Source: an optimization exercise on an open RTL-to-GDS flow (aim: small area). Production flows keep margins and buffers that such runs may drop.
Function was checked by simulation only, so behaviour that the tests miss may differ from the original.
Power figures rest on the tool's default switching activity, not on a simulated workload.

[flow/run.sh]
#!/bin/bash
# synth_recipe.tcl (not shown) runs the flow's synth.tcl, then flattens the netlist and writes it again
# the make line also repeats each setting of config.mk as NAME=value (left out here)
make -C /OpenROAD-flow-scripts/flow DESIGN_CONFIG=/design/flow/config.mk WORK_HOME=/design/flow/orfs CLKGATE_MAP_FILE= SYNTH_SCRIPT=/design/flow/synth_recipe.tcl finish
[flow/design.v]
module ly_2257_7_lfsr(clk_in, rst, det);
parameter K    = 14;
parameter FT   = 0;
parameter NN   = 0;
parameter A    = 0;
parameter B    = 0;
parameter J    = 0;
parameter [K-1:0] X    = 0;
parameter [K-1:0] MASK = 0;
parameter [K-1:0] RSTV = 0;
parameter [K-1:0] INV  = 0;
input  clk_in;
input  rst;
output det;
reg  [K-1:0] t;                  
wire [K-1:0] s = t ^ INV;        
assign det = ((s ^ X) & MASK) == 0;
wire x = s[A];
wire y = s[B];
wire g = (FT == 0) ? x :
         (FT == 1) ? (x & y) :
         (FT == 2) ? (x | y) :
         (FT == 3) ? (x ^ y) : (x & ~y);
wire fb = s[K-1] ^ g ^ NN;
wire [K-1:0] flip = {{(K-1){1'b0}}, det} << J;
wire [K-1:0] n = {s[K-2:0], fb} ^ flip;
always @(posedge clk_in or negedge rst)
begin
	if(!rst)
		t <= RSTV ^ INV;
	else
		t <= n ^ INV;
end
endmodule
module ly_2257_7_1(clk_in,rst,clk_div);
parameter K    = 14;
parameter FT   = 0;
parameter NN   = 0;
parameter A    = 0;
parameter B    = 0;
parameter J    = 0;
parameter [K-1:0] X    = 0;
parameter [K-1:0] MASK = 0;
parameter [K-1:0] RSTV = 0;
parameter [K-1:0] INV  = 0;
input       clk_in;
input       rst;
output reg  clk_div;
wire det;
ly_2257_7_lfsr #(.K(K), .FT(FT), .NN(NN), .A(A), .B(B), .J(J),
                 .X(X), .MASK(MASK), .RSTV(RSTV), .INV(INV)) cnt(clk_in, rst, det);
always@(posedge clk_in or negedge rst)
begin
	if(!rst)
		clk_div <= 0;
	else if(det)
		clk_div <= !clk_div;
end
endmodule
module ly_2257_7_2(code,codeout);
input [3:0] code;
output reg [7:0] codeout;
always@ (*)
	begin
		case(code)
			4'd1:  codeout = 8'b0000_0110;     
			4'd2:  codeout = 8'b0101_1011;     
			4'd3:  codeout = 8'b0100_1111;     
			4'd4:  codeout = 8'b0110_0110;     
			4'd5:  codeout = 8'b0110_1101;     
			4'd6:  codeout = 8'b0111_1100;     
			4'd7:  codeout = 8'b0000_0111;     
			4'd8:  codeout = 8'b1000_0110;     
			4'd9:  codeout = 8'b1101_1011;     
			4'd10: codeout = 8'b1100_1111;     
			4'd11: codeout = 8'b1110_0110;     
			4'd12: codeout = 8'b1110_1101;     
			4'd13: codeout = 8'b1111_1100;     
			4'd14: codeout = 8'b1000_0111;     
			default: codeout = 8'b0011_1111;  
		endcase
	end
endmodule
module ly_2257_7_3(clk_in,rst,auto,Key,clk_out,clk_out2,codeout,low,middle);
input clk_in;
input rst;
input auto;
input [13:0]  Key;
output reg   clk_out;
output reg   clk_out2;
output [7:0] codeout;
output wire  [6:0] low;
output wire  [6:0] middle;
ly_2257_7_1 #(.K(14), .FT(2), .NN(0), .A(3), .B(4), .J(7), .X(14'd8095), .MASK(14'd16315), .RSTV(14'd16319), .INV(14'd16383)) l1(clk_in,rst,low[0]);
ly_2257_7_1 #(.K(14), .FT(0), .NN(0), .A(0), .B(0), .J(11), .X(14'd9865), .MASK(14'd11775), .RSTV(14'd1298), .INV(14'd0)) l2(clk_in,rst,low[1]);
ly_2257_7_1 #(.K(14), .FT(4), .NN(1), .A(8), .B(3), .J(0), .X(14'd1026), .MASK(14'd7159), .RSTV(14'd2052), .INV(14'd0)) l3(clk_in,rst,low[2]);
ly_2257_7_1 #(.K(14), .FT(2), .NN(0), .A(4), .B(7), .J(1), .X(14'd8158), .MASK(14'd7166), .RSTV(14'd16319), .INV(14'd16383)) l4(clk_in,rst,low[3]);
ly_2257_7_1 #(.K(13), .FT(0), .NN(0), .A(2), .B(0), .J(9), .X(13'd4359), .MASK(13'd7935), .RSTV(13'd14), .INV(13'd0)) l5(clk_in,rst,low[4]);
ly_2257_7_1 #(.K(13), .FT(0), .NN(0), .A(3), .B(0), .J(4), .X(13'd4085), .MASK(13'd8063), .RSTV(13'd8186), .INV(13'd8191)) l6(clk_in,rst,low[5]);
ly_2257_7_1 #(.K(13), .FT(0), .NN(0), .A(9), .B(0), .J(3), .X(13'd5924), .MASK(13'd2047), .RSTV(13'd3648), .INV(13'd0)) l7(clk_in,rst,low[6]);
ly_2257_7_1 #(.K(13), .FT(0), .NN(0), .A(11), .B(0), .J(5), .X(13'd3686), .MASK(13'd6655), .RSTV(13'd7405), .INV(13'd8191)) m1(clk_in,rst,middle[0]);
ly_2257_7_1 #(.K(13), .FT(0), .NN(0), .A(7), .B(0), .J(11), .X(13'd2559), .MASK(13'd3071), .RSTV(13'd7167), .INV(13'd8191)) m2(clk_in,rst,middle[1]);
ly_2257_7_1 #(.K(13), .FT(0), .NN(0), .A(3), .B(0), .J(8), .X(13'd3869), .MASK(13'd5119), .RSTV(13'd7995), .INV(13'd8191)) m3(clk_in,rst,middle[2]);
ly_2257_7_1 #(.K(13), .FT(2), .NN(0), .A(7), .B(10), .J(1), .X(13'd4094), .MASK(13'd6109), .RSTV(13'd8191), .INV(13'd8191)) m4(clk_in,rst,middle[3]);
ly_2257_7_1 #(.K(12), .FT(4), .NN(1), .A(2), .B(1), .J(9), .X(12'd3741), .MASK(12'd3839), .RSTV(12'd3899), .INV(12'd4095)) m5(clk_in,rst,middle[4]);
ly_2257_7_1 #(.K(12), .FT(2), .NN(0), .A(4), .B(7), .J(5), .X(12'd3090), .MASK(12'd4083), .RSTV(12'd2052), .INV(12'd0)) m6(clk_in,rst,middle[5]);
ly_2257_7_1 #(.K(12), .FT(2), .NN(0), .A(2), .B(10), .J(0), .X(12'd4087), .MASK(12'd2045), .RSTV(12'd4079), .INV(12'd4095)) m7(clk_in,rst,middle[6]);
wire step_4HZ;
ly_2257_7_lfsr #(.K(14), .FT(2), .NN(0), .A(5), .B(8), .J(7), .X(14'd9324), .MASK(14'd16255), .RSTV(14'd13437), .INV(14'd16383)) tempo(clk_in,rst,step_4HZ);
reg [5:0] count;
always @(posedge clk_in or negedge rst)
begin
	if(!rst)
		count   <= 0;
	else
	begin
		if(auto && step_4HZ)
		begin
			if(count == 61)
				count <= 0;
			else
				count <= count + 1'b1;
		end
	end
end
reg [3:0] tcode;
reg       tmulti;
reg [3:0] kcode;
integer   i;
always @(*)
begin
	kcode = 4'd0;
	for(i = 13; i >= 0; i = i - 1)
		if(Key[i]) kcode = i + 1;
end
wire kmulti = |(Key & (Key - 14'd1));
always @(posedge clk_in or negedge rst)
begin
	if(!rst)
	begin
		tcode  <= 4'd0;
		tmulti <= 1'b0;
	end
	else
	begin
		if(!auto)
		begin
			tcode  <= kcode;
			tmulti <= kmulti;
		end
		else
		begin
			case(count)
				 1: tcode <= 4'd0;
				 2: tcode <= 4'd10;
				 3: tcode <= 4'd12;
				 4: tcode <= 4'd10;
				 5: tcode <= 4'd9;
				 6: tcode <= 4'd10;
				 7: tcode <= 4'd12;
				 8: tcode <= 4'd10;
				 9: tcode <= 4'd9;
				10: tcode <= 4'd9;
				11: tcode <= 4'd12;
				12: tcode <= 4'd10;
				13: tcode <= 4'd9;
				14: tcode <= 4'd10;
				15: tcode <= 4'd12;
				16: tcode <= 4'd9;
				17: tcode <= 4'd8;
				18: tcode <= 4'd8;
				19: tcode <= 4'd8;
				20: tcode <= 4'd9;
				21: tcode <= 4'd10;
				22: tcode <= 4'd13;
				23: tcode <= 4'd13;
				24: tcode <= 4'd10;
				25: tcode <= 4'd9;
				26: tcode <= 4'd9;
				27: tcode <= 4'd9;
				28: tcode <= 4'd8;
				29: tcode <= 4'd9;
				30: tcode <= 4'd10;
				31: tcode <= 4'd10;
				32: tcode <= 4'd12;
				33: tcode <= 4'd10;
				34: tcode <= 4'd12;
				35: tcode <= 4'd12;
				36: tcode <= 4'd10;
				37: tcode <= 4'd9;
				38: tcode <= 4'd10;
				39: tcode <= 4'd12;
				40: tcode <= 4'd10;
				41: tcode <= 4'd9;
				42: tcode <= 4'd10;
				43: tcode <= 4'd12;
				44: tcode <= 4'd10;
				45: tcode <= 4'd5;
				46: tcode <= 4'd13;
				47: tcode <= 4'd13;
				48: tcode <= 4'd10;
				49: tcode <= 4'd10;
				50: tcode <= 4'd10;
				51: tcode <= 4'd9;
				52: tcode <= 4'd8;
				53: tcode <= 4'd9;
				54: tcode <= 4'd10;
				55: tcode <= 4'd9;
				56: tcode <= 4'd8;
				57: tcode <= 4'd9;
				58: tcode <= 4'd10;
				59: tcode <= 4'd9;
				60: tcode <= 4'd13;
				61: tcode <= 4'd13;
			endcase
			if(count != 0)
				tmulti <= 1'b0;
		end
	end
end
wire [15:0] wave = {1'b0, middle, low, 1'b0};
always@(*)
	clk_out = wave[tcode] & !tmulti;
always @(*)	clk_out2 = clk_out;
ly_2257_7_2 show(
	.code(tcode),
	.codeout(codeout)
);
endmodule
module ly_2257_7(clk_in,rst,auto,Key,clk_out,clk_out2,codeout,low,middle);
input 		clk_in; 
input 		rst; 
input			auto; 
input [13:0]Key;
output wire [7:0]	codeout;  
output wire	clk_out;		 
output wire clk_out2;	 
output wire [6:0]low;
output wire [6:0]middle;
ly_2257_7_3 play(
	.clk_in(clk_in),
	.rst(rst),
	.auto(auto),
	.Key(Key) ,
	.clk_out(clk_out),
	.codeout(codeout),
	.low(low),
	.clk_out2(clk_out2),
	.middle(middle)
);
endmodule
[flow/constraint.sdc]
create_clock -name core_clock -period 10.0 [get_ports {clk_in}]
set_input_delay 2.0000 -clock core_clock [delete_from_list [all_inputs] [get_ports {clk_in}]]
set_output_delay 2.0000 -clock core_clock [all_outputs]
set_load 0.01 [all_outputs]
[flow/config.mk]
export PLATFORM = sky130hd
export DESIGN_NAME = ly_2257_7
export DESIGN_NICKNAME = ly_2257_7
export VERILOG_FILES = /design/flow/design.v
export SDC_FILE = /design/flow/constraint.sdc
export NUM_CORES = 4
export LEC_CHECK = 0
export CAP_MARGIN = 20
export CORE_MARGIN = 2
export CORE_UTILIZATION = 40
export SLEW_MARGIN = 20
==> results of run 1 <==
## metrics by stage
step / util, % / total power (uW)
after global routing: 47.37 / 1853
after floorplan: - / 944.8
after detailed placement: 43.62 / 988.0
after global placement: 43.62 / 986.2
final: 47.37 / 1774
after CTS: 47.37 / 1804
## synth_stat cells (all sizes together), types with 3 or more instances
library cell | number | area [um2]
o31ai | 3 | 36.28
buf | 25 | 161.4
dfrtp | 186 | 4654
or4 | 4 | 30.03
o21ai | 21 | 105.1
nand3 | 16 | 80.08
ha | 11 | 137.6
nand4b | 4 | 35.03
inv | 11 | 41.29
a31o | 3 | 26.28
nor3 | 13 | 65.06
nor4 | 14 | 102.6
mux2i | 4 | 40.04
mux4 | 3 | 67.56
nor2 | 19 | 71.32
or2 | 3 | 18.77
clkbuf | 8 | 31.28
nand2 | 20 | 82.58
dfstp | 36 | 945.9
and2 | 9 | 56.31
nor2b | 13 | 81.33
nor4bb | 6 | 60.06
a21oi | 12 | 60.06
xnor2 | 27 | 236.5
o211ai | 3 | 22.52
xor2 | 11 | 96.34
or4b | 4 | 47.55
a211o | 4 | 35.03
nand4 | 7 | 43.79
and3 | 3 | 18.77
nor4b | 10 | 87.58
maj3 | 5 | 50.05
## critical path, stage by stage, from the launching register on
cell and delay, ps:
dfrtp_1 590, mux4_2 560, mux4_2 500, nor2b_1 170, clkdlybuf4s50_1 470
## kinds of logic (layout without fill, tap and decap cells)
family | count (synthesis) | in the layout | synth area share [%]
and+or+nand+nor | 155 | 155 | 12.17
adders and majority gates | 16 | 16 | 2.375
buffers and inverters | 44 | 95 | 2.960
DFF | 222 | 222 | 70.86
AOI/OAI and AO/OA | 66 | 66 | 6.063
xor gates and xnor gates | 38 | 38 | 4.211
muxes | 7 | 7 | 1.361
## routing by layer
layer  global-route usage (%)  wire [um]
met1                    19.58       6471
met2                    20.80       6213
met3                    3.245        755
met4                    4.037        246
met5                        0          0
## placed cells by master (no fill, tap or decap), types with 6 or more instances in the layout
master	netlist	layout
nor4_1	13	13
dfstp_2	36	36
dfrtp_1	186	186
xor2_1	11	11
and2_1	8	8
a21oi_1	12	12
clkdlybuf4s50_1	0	39
clkinv_2	0	8
nor4b_1	10	10
o21ai_0	21	21
nor3_1	13	13
nor2b_1	13	13
nand3_1	16	16
xnor2_1	27	27
nor4bb_1	6	6
ha_1	11	11
nand4_1	7	7
nor2_1	19	19
nand2_1	19	19
clkbuf_16	0	23
inv_1	11	11
## final cells by class
cell class | instances | area, um2 | area share [%]
well taps | 265 | 331.6 | 3.608
multi-input cells | 282 | 2069 | 22.52
repair buffers | 42 | 419.2 | 4.562
flip-flops and latches | 222 | 5600 | 60.95
clock buffers | 30 | 631.9 | 6.876
inverters | 11 | 41.29 | 0.4493
clock inverters | 12 | 95.09 | 1.035
## worst max-delay path by stage
stage | start | endpoint | slack, ps | cells after the start
floorplan | play.tcode[0] | clk_out2 | 6070 | 5
global placement | play.tcode[0] | clk_out | 5760 | 4
detailed placement | play.tcode[0] | clk_out2 | 5710 | 4
CTS | play.tcode[0] | clk_out2 | 5170 | 4
global route | play.tcode[0] | clk_out2 | 5070 | 4
finish | play.tcode[0] | clk_out2 | 5210 | 4
## power groups by stage
| stage | Combinational (uW) | Sequential, uW | Clock (uW) |
|---|---|---|---|
| after floorplan | 27.1 | 918 | 0 |
| after global placement | 64.4 | 922 | 0 |
| after detailed placement | 65.8 | 922 | 0 |
| after global routing | 71.9 | 907 | 875 |
| after CTS | 66.1 | 906 | 832 |
| final | 64.2 | 907 | 803 |
## sequential cells by signal (all words and copies together) (netlist names), 4 cells and up
name	cells
play.l7.cnt.t	13
play.l2.cnt.t	14
play.count	6
play.m5.cnt.t	12
play.m2.cnt.t	13
play.l5.cnt.t	13
play.l4.cnt.t	14
play.tempo.t	14
play.m4.cnt.t	13
play.l6.cnt.t	13
play.tcode	4
play.l3.cnt.t	14
play.m3.cnt.t	13
play.m1.cnt.t	13
play.m7.cnt.t	12
play.m6.cnt.t	12
play.l1.cnt.t	14
==> flow_summary.ini, run 1 <==
[critical_path]
crit_arrival_ps = 2790
rrSetupSlack_ps = 7820
worstReg2RegEnd = play.tcode[0]
r2r-start = play.count[0]
worst_setup_path_start_kind = flip-flop
required_ps = 8000
r2r_cells = 7
crit_type = reg2out
cp_max_fo = 11
crit_path_end_kind = output port

[status]
status = complete, no violations

[synth]
synth_cell_type_count = 63
synth_seq_area_share_pct = 70.86
syn_inst = 548
synth-edff-count = 0
synthFlopType = dfrtp_1
synth_area_per_cell_um2 = 14.42
syn_area_um2 = 7904
async_reset_ff_share_pct = 100.0
synthesis.nets = 576
synth_warnings = 31
synth.ff_latch_count = 222

[clocking]
htree_num_levels = 1
clock_sinks = 222
cts_tree = yes
path_clk_slew_ps = 60
cts.repair.resized = 0
insertion_delay_ps = 500
ctsRootBufferMaster = clkbuf_16
cts_buffers = 23
cts_buffer_depth = 3
hold_buffers = 0
postCtsSetupBuffers = 0

[timing]
fin_crit_ps = 4792
relSlewSlack_pct = 36.67
setup_slack_ps = 5208
hold_viol = 0
max_freq_mhz = 208.7
fin_skew_ps = 9.052
finalHoldWorstSlack_ps = 341.9
worst_pin_slew_ps = 949.9
rsz0062_at_grt = false
setup_viol = 0
setup_tns_ps = 0
fin_crit_sh_pct = 47.92
slew_viol_final = 0

[detailed_routing]
vias_per_cell = 4.862
drc = 0
wl_per_cell_um = 15.84
dr.pass1.iters = 6
drt_iter0_drc = 271
totalWireLength_um = 13690
antenna_left = 0
routed-via-count = 4201

[placement]
place_congestion = 0.8379
dp_cells = 822
pre_cts_slack_ps = 5713
placed_cell_area_um2 = 8462
io_buffers = 40
hpwl_um = 8851

[die]
start_util_pct = 40.74
dieArea_um2 = 20900
fp.dieW_um = 144.6
die_h_um = 144.6
coreArea_um2 = 19400
rows = 51
io-pin-count = 41

[layout]
diodes = 0
fillers = 1691
stdcell_area_um2 = 9189
drive_gt1_share_pct = 16.19
nets = 610
area_growth_pct = 16.26
stdcell_count = 864

[pwr]
powerDensity_nw_per_um2 = 193.1
vdd_drop_max_uv = 108.9
p_clk_share_pct = 45.3
switchingPower_uw = 374.2
power_frac_comb_pct = 3.6
p_sw_share_pct = 21.09
seqPwrFrac_pct = 51.1
internal_power_uw = 1400
power.leakage_uw = 0.003915

[run]
drv_cap = 0

[grt]
gr-total-overflow = 0
grt_pass1_vias = 4337
grt_pass1_wl_um = 22630
grt_use_total_pct = 13.64
antenna_found_initial = 0
grt_max_degree = 82

[worst_hold_path]
hold_class = reg2reg
holdPathEnd = play.m4.cnt.t[6]
hold_depth = 0
hp-start = play.m4.cnt.t[5]
==> run 2: changes to the inputs <==
--- a/flow/config.mk
+++ b/flow/config.mk
@@ -10,2 +10,3 @@
 export CORE_UTILIZATION = 40
+export CTS_BUF_LIST = sky130_fd_sc_hd__clkbuf_4
 export SLEW_MARGIN = 20
==> run 2 against run 1 <==
Against the previous run:
- via count grew 4.9%
- largest cell class unchanged
- sequential power is essentially flat
- critical endpoint unchanged
- clock-buffer cell count grew 55
- total power shrank 0.43%
- die area is the same
- final cell count grew 7.4%
- highest routed layer unchanged
==> flow_summary.ini, run 2 <==
[status]
status = complete, no violations

[grt]
antenna_found_initial = 1
grt_use_total_pct = 14.26
grt_max_degree = 82
gr-total-overflow = 0
grt_pass1_wl_um = 23430
grt_pass1_vias = 4608

[clocking]
insertion_delay_ps = 640
ctsRootBufferMaster = clkbuf_4
hold_buffers = 0
path_clk_slew_ps = 70
cts_buffers = 56
cts_tree = yes
cts.repair.resized = 0
htree_num_levels = 2
postCtsSetupBuffers = 0
clock_sinks = 222
cts_buffer_depth = 3

[critical_path]
startpoint = play.tcode[0]
crit_arrival_ps = 2940
cp_max_fo = 11
rrSetupSlack_ps = 7820
crit_path_end_kind = output port
r2r_cells = 7
required_ps = 8000
worstReg2RegEnd = play.tcode[0]
worst_setup_path_start_kind = flip-flop
crit_type = reg2out
r2r-start = play.count[0]
setup.worst_path.end = clk_out2

[synth]
syn_inst = 548
yosysTopAreaCellShare_pct = 58.89
yosysMostFrequentCell = dfrtp_1
syn_area_um2 = 7904
yosys.area.top_type = dfrtp_1
synthFlopType = dfrtp_1
synthesis.nets = 576
synth.area.top_cells = dfrtp_1 59%, dfstp_2 12%, xnor2_1 3.0%
synth-edff-count = 0
synth_area_per_cell_um2 = 14.42
synth_warnings = 31
synth_cell_type_count = 63
synth_common_cells = 186 x dfrtp_1, 36 x dfstp_2, 27 x xnor2_1, 21 x o21ai_0
synth_seq_area_share_pct = 70.86
async_reset_ff_share_pct = 100.0
synth.ff_latch_count = 222

[timing]
fin_skew_ps = 49.08
setup_slack_ps = 5058
slew_viol_final = 0
hold_viol = 0
max_freq_mhz = 202.3
rsz0062_at_grt = false
setup_tns_ps = 0
fin_crit_sh_pct = 49.42
finalHoldWorstSlack_ps = 308.2
fin_crit_ps = 4942
worst_pin_slew_ps = 959.7
setup_viol = 0
relSlewSlack_pct = 36.02

[die]
rows = 51
fp.dieW_um = 144.6
dieArea_um2 = 20900
io-pin-count = 41
coreArea_um2 = 19400
start_util_pct = 40.74
die_h_um = 144.6

[placement]
io_buffers = 40
pre_cts_slack_ps = 5713
place_congestion = 0.8379
hpwl_um = 8851
dp_cells = 822

[layout]
layout_common_cells = 186 x dfrtp_1, 85 x clkbuf_4, 39 x clkdlybuf4s50_1
drive_gt1_share_pct = 22.66
nets = 643
stdcell_count = 928
area_growth_pct = 16.86
fillers = 1717
layout_commonest_cell = dfrtp_1

[detailed_routing]
antenna_left = 0
wl_per_cell_um = 15.21
drt_iter0_drc = 203
dr.pass1.iters = 4
routed-via-count = 4405
totalWireLength_um = 14120
vias_per_cell = 4.747
drc = 0

[pwr]
p_clk_share_pct = 45.1
power_frac_comb_pct = 3.6
p_sw_share_pct = 22.56
seqPwrFrac_pct = 51.3
vdd_drop_max_uv = 83.12
design_power_total_uw = 1767
internal_power_uw = 1368
switchingPower_uw = 398.5
power.leakage_uw = 0.004005
powerDensity_nw_per_um2 = 191.3

[worst_hold_path]
hold_class = reg2reg

[run]
drv_cap = 0
run 2: power groups by stage:
stage / Clock [uW] / Sequential [uW] / Combinational (uW)
floorplan: 0 / 918 / 27.1
global placement: 0 / 922 / 64.4
detailed placement: 0 / 922 / 65.8
CTS: 830 / 906 / 66.1
global route: 886 / 906 / 72.0
finish: 796 / 906 / 64.3
run 2: logic make-up (layout without fill, tap and decap cells):
logic type                 after synthesis  count (layout)  share of synthesized area [%]
other                                    0               1                              0
DFF                                    222             222                          70.86
xor gates and xnor gates                38              38                          4.211
and+or+nand+nor                        155             155                          12.17
AOI/OAI and AO/OA                       66              66                          6.063
adders and majority gates               16              16                          2.375
muxes                                    7               7                          1.361
buffers and inverters                   44             158                          2.960
run 2: how the worst min path moves through the flow:
stage | startpoint | endpoint | slack, ps | depth (start not counted)
2_1_floorplan | play.l1.cnt.t[2] | play.l1.cnt.t[3] | 330 | 0
3_3_place_gp | play.m4.cnt.t[1] | play.m4.cnt.t[2] | 340 | 0
3_5_place_dp | play.m4.cnt.t[5] | play.m4.cnt.t[6] | 340 | 0
4_1_cts | play.m1.cnt.t[10] | play.m1.cnt.t[11] | 300 | 0
5_1_grt | play.m1.cnt.t[10] | play.m1.cnt.t[11] | 330 | 0
6_report | play.m1.cnt.t[10] | play.m1.cnt.t[11] | 310 | 0
run 2: worst max-delay path: stages (launching register included):
cell and delay [ps]:
dfrtp_1 600, mux4_2 560, mux4_2 500, nor2b_1 170, clkdlybuf4s50_1 470
run 2: per-layer routing:
layer  global-route usage [%]  vias up  routed length, um
li1                         -     2088                  -
met1                    19.83     2215               6683
met2                    20.80       89               6468
met3                    4.934       13                777
met4                    5.314        0                187
met5                        0        -                  0
run 2: cell type report:
type                            instances  area, um2  share of cell area [%]
Tap cell                              265      331.6                   3.590
Antenna cell                            1      2.502                 0.02709
Sequential cell                       222       5600                   60.63
Inverter                               11      41.29                  0.4470
Timing Repair Buffer                   42      419.2                   4.538
Clock inverter                         20      133.9                   1.449
Clock buffer                           85      638.1                   6.909
Multi-Input combinational cell        282       2069                   22.41
run 2: metrics by stage:
step	area [um2]	util [%]
finish	9236	47.61
global route	9236	47.61
CTS	9234	47.60
detailed placement	8462	43.62
global placement	8462	43.62
floorplan	7904	-
==> run 3: changes to the inputs <==
==> flow/flow/run.sh (new file) <==
#!/bin/bash
# Standard ORFS layout, with smaller port buffers and a clock tree without dummy loads.
set -euo pipefail
export CTS_ARGS="-sink_clustering_enable -repair_clock_nets -dont_use_dummy_load -buf_list sky130_fd_sc_hd__clkbuf_4"
export BUFFER_PORTS_ARGS="-buffer_cell sky130_fd_sc_hd__buf_1"
bash standard.sh > standard_flow.log 2>&1
==> flow/standard.sh (new file) <==
#!/bin/bash
# synth_recipe.tcl (not shown) runs the flow's synth.tcl, then flattens the netlist and writes it again
# the make line also repeats each setting of config.mk as NAME=value (left out here)
make -C /OpenROAD-flow-scripts/flow DESIGN_CONFIG=/design/flow/config.mk WORK_HOME=/design/flow/orfs CLKGATE_MAP_FILE= SYNTH_SCRIPT=/design/flow/synth_recipe.tcl "${@:-finish}"
--- a/flow/config.mk
+++ b/flow/config.mk
@@ -10,3 +10,2 @@
 export CORE_UTILIZATION = 40
-export CTS_BUF_LIST = sky130_fd_sc_hd__clkbuf_4
 export SLEW_MARGIN = 20
removed: flow/run.sh
==> run 3 against run 2 <==
Against the previous run:
- still clean
- combinational power is 14% lower
- final cell count is 5.4% lower
- hold slack better by 21 ps
- non-clock buffer count is 1 higher
- sequential share of layout area is 4.1 points higher
- highest routed layer unchanged
==> flow_summary.ini, run 3 <==
[timing]
fin_crit_sh_pct = 45.25
finalHoldWorstSlack_ps = 329.3
fin_skew_ps = 54.10
slew_viol_final = 0
setup_tns_ps = 0
setup_slack_ps = 5475
hold_viol = 0
relSlewSlack_pct = 51.53
worst_pin_slew_ps = 727.1
max_freq_mhz = 221.0
fin_crit_ps = 4525
rsz0062_at_grt = false
setup_viol = 0

[synth]
synth-edff-count = 0
yosysMostFrequentCell = dfrtp_1
synth_seq_area_share_pct = 70.86
syn_area_um2 = 7904
yosys.area.top_type = dfrtp_1
synth.area.top_cells = dfrtp_1 59%, dfstp_2 12%, xnor2_1 3.0%
synthFlopType = dfrtp_1
synth.ff_latch_count = 222
synth_warnings = 31
synthesis.nets = 576
async_reset_ff_share_pct = 100.0
synth_cell_type_count = 63
synth_common_cells = 186 x dfrtp_1, 36 x dfstp_2, 27 x xnor2_1, 21 x o21ai_0
syn_inst = 548
synth_area_per_cell_um2 = 14.42
yosysTopAreaCellShare_pct = 58.89

[critical_path]
cpMaxStageDelayCell = dfrtp_1
crit_type = reg2out
crit_path_max_incr_delay_ps = 590
required_ps = 8000
crit_chain = mux4_2 > mux4_2 > nor2b_1 > buf_1
crit_path_end_kind = output port
cp_top_family = multiplexers
worst_setup_path_start_kind = flip-flop
crit_buf_inv = 1
crit_arrival_ps = 2530
crit_top_cell = mux4_2
cp_max_fo = 11

[layout]
stdcell_count = 878
multi_input_area_um2 = 2069
fillers = 1791
area_growth_pct = 9.451
drive_gt1_share_pct = 18.63
seq_area_um2 = 5600
layout_common_cells = 186 x dfrtp_1, 55 x clkbuf_4, 39 x buf_1
nets = 642
layout_commonest_cell = dfrtp_1

[detailed_routing]
wl_per_cell_um = 15.81
vias_per_cell = 5.002
routed-via-count = 4392
antenna_left = 0
drc = 0
totalWireLength_um = 13880
dr.pass1.iters = 4
drt_iter0_drc = 250

[grt]
grt_use_total_pct = 14.15
grt_max_degree = 86
antenna_found_initial = 1
gr-total-overflow = 0
grt_pass1_wl_um = 23110
grt_pass1_vias = 4585

[placement]
io_buffers = 40
dp_cells = 822
hpwl_um = 8945
pre_cts_slack_ps = 6075
place_congestion = 0.8834

[die]
dieArea_um2 = 20900
start_util_pct = 40.74
io-pin-count = 41
fp.dieW_um = 144.6
die_h_um = 144.6
rows = 51
coreArea_um2 = 19400

[clocking]
insertion_delay_ps = 640
clock_sinks = 222
cts_tree = yes
ctsRootBufferMaster = clkbuf_4
path_clk_slew_ps = 60
cts.repair.resized = 0
postCtsSetupBuffers = 0
hold_buffers = 0
cts_buffers = 54
htree_num_levels = 2
cts_buffer_depth = 3

[pwr]
vdd_drop_max_uv = 77.04
powerDensity_nw_per_um2 = 173.4
design_power_total_uw = 1500
power.leakage_uw = 0.003713

[run]
drv_cap = 0

[worst_hold_path]
hold_class = reg2reg

[status]
status = complete, no violations
run 3: stage by stage:
step                utilization, %  instance area [um2]
CTS                          44.42                 8617
detailed placement           42.33                 8212
finish                       44.59                 8651
floorplan                        -                 7904
global route                 44.59                 8651
global placement             42.33                 8212
run 3: final timing paths:
| check | slack, ps | end | depth (start not counted) | from |
|---|---|---|---|---|
| min in group asynchronous | 1430 | play.l6.cnt.t[8] | 1 | rst |
| min reg2reg | 330 | play.m3.cnt.t[11] | 0 | play.m3.cnt.t[10] |
| min | 330 | play.m3.cnt.t[11] | 0 | play.m3.cnt.t[10] |
| max reg2reg | 7800 | play.tcode[0] | 7 | play.count[0] |
| max in group asynchronous | 7330 | play.m1.cnt.t[6] | 2 | rst |
| max | 5470 | clk_out | 4 | play.tcode[0] |
run 3: cell type report:
class                   count  share of cell area [%]
multi-input cells         282                   23.92
clock buffers              54                   4.686
repair buffers             43                   2.314
flip-flops and latches    222                   64.74
inverters                  11                  0.4773
diodes                      1                 0.02893
well taps                 265                   3.833
run 3: cell families (layout without fill, tap and decap cells):
kind of cell / Yosys count / after routing / synth area share, %
flops: 222 / 222 / 70.86
fa+ha+maj: 16 / 16 / 2.375
simple gates: 155 / 155 / 12.17
buf+inv: 44 / 108 / 2.960
xor+xnor: 38 / 38 / 4.211
other cells: 0 / 1 / 0
mux: 7 / 7 / 1.361
compound gates: 66 / 66 / 6.063
run 3: power breakdown:
group | switching [uW] | total [uW] | leakage (uW) | internal [uW]
Clock | 293 | 538 | 0.000248 | 244
Sequential | 5.84 | 907 | 0.00267 | 901
Combinational | 38.1 | 55.3 | 0.000798 | 17.2
Total | 337 | 1500 | 0.00371 | 1160
run 3: routing by layer:
metal | track usage, % | up-vias | wire (um)
met2 | 20.38 | 103 | 6234
li1 | - | 2045 | -
met3 | 4.967 | 23 | 941
met5 | 0 | - | 0
met1 | 19.89 | 2221 | 6453
met4 | 5.161 | 0 | 247
run 3: worst reg2reg max path, delay by kind of cell, from the launching register on:
| kind | cells | cell delay, ps |
|---|---|---|
| buffers and inverters | 1 | 110 |
| adders and majority gates | 1 | 340 |
| and+or+nand+nor | 2 | 480 |
| DFF | 1 | 460 |
| AOI/OAI and AO/OA | 3 | 700 |

==> re-timing with driven ports <==
Ports are ideal in the flow. The routed layouts listed here were re-timed in OpenROAD.
Step 1 sets driving cells, clkbuf_16 on the clock port and buf_2 on the other inputs (assumed; they add their load-dependent delay and slew).
Step 2 adds t to the input delays and takes it off the output delays; t is the mean of the earliest and latest rising clock arrival at the registers after step 1. Input paths then give back, and output paths get back, about the clock's delay inside the block.
a / b / c = no drivers / after step 1 / after step 2; a / b = the first two.
run	shift t [ns]	slack for setup (ns)	worst setup path after step 2
run 1	0.536	5.208 / 5.167 / 5.702	register to output
run 2	0.660	5.058 / 5.022 / 5.682	register to output
run 3	0.647	5.475 / 5.442 / 6.088	register to output
After both steps every run listed still meets setup and hold.
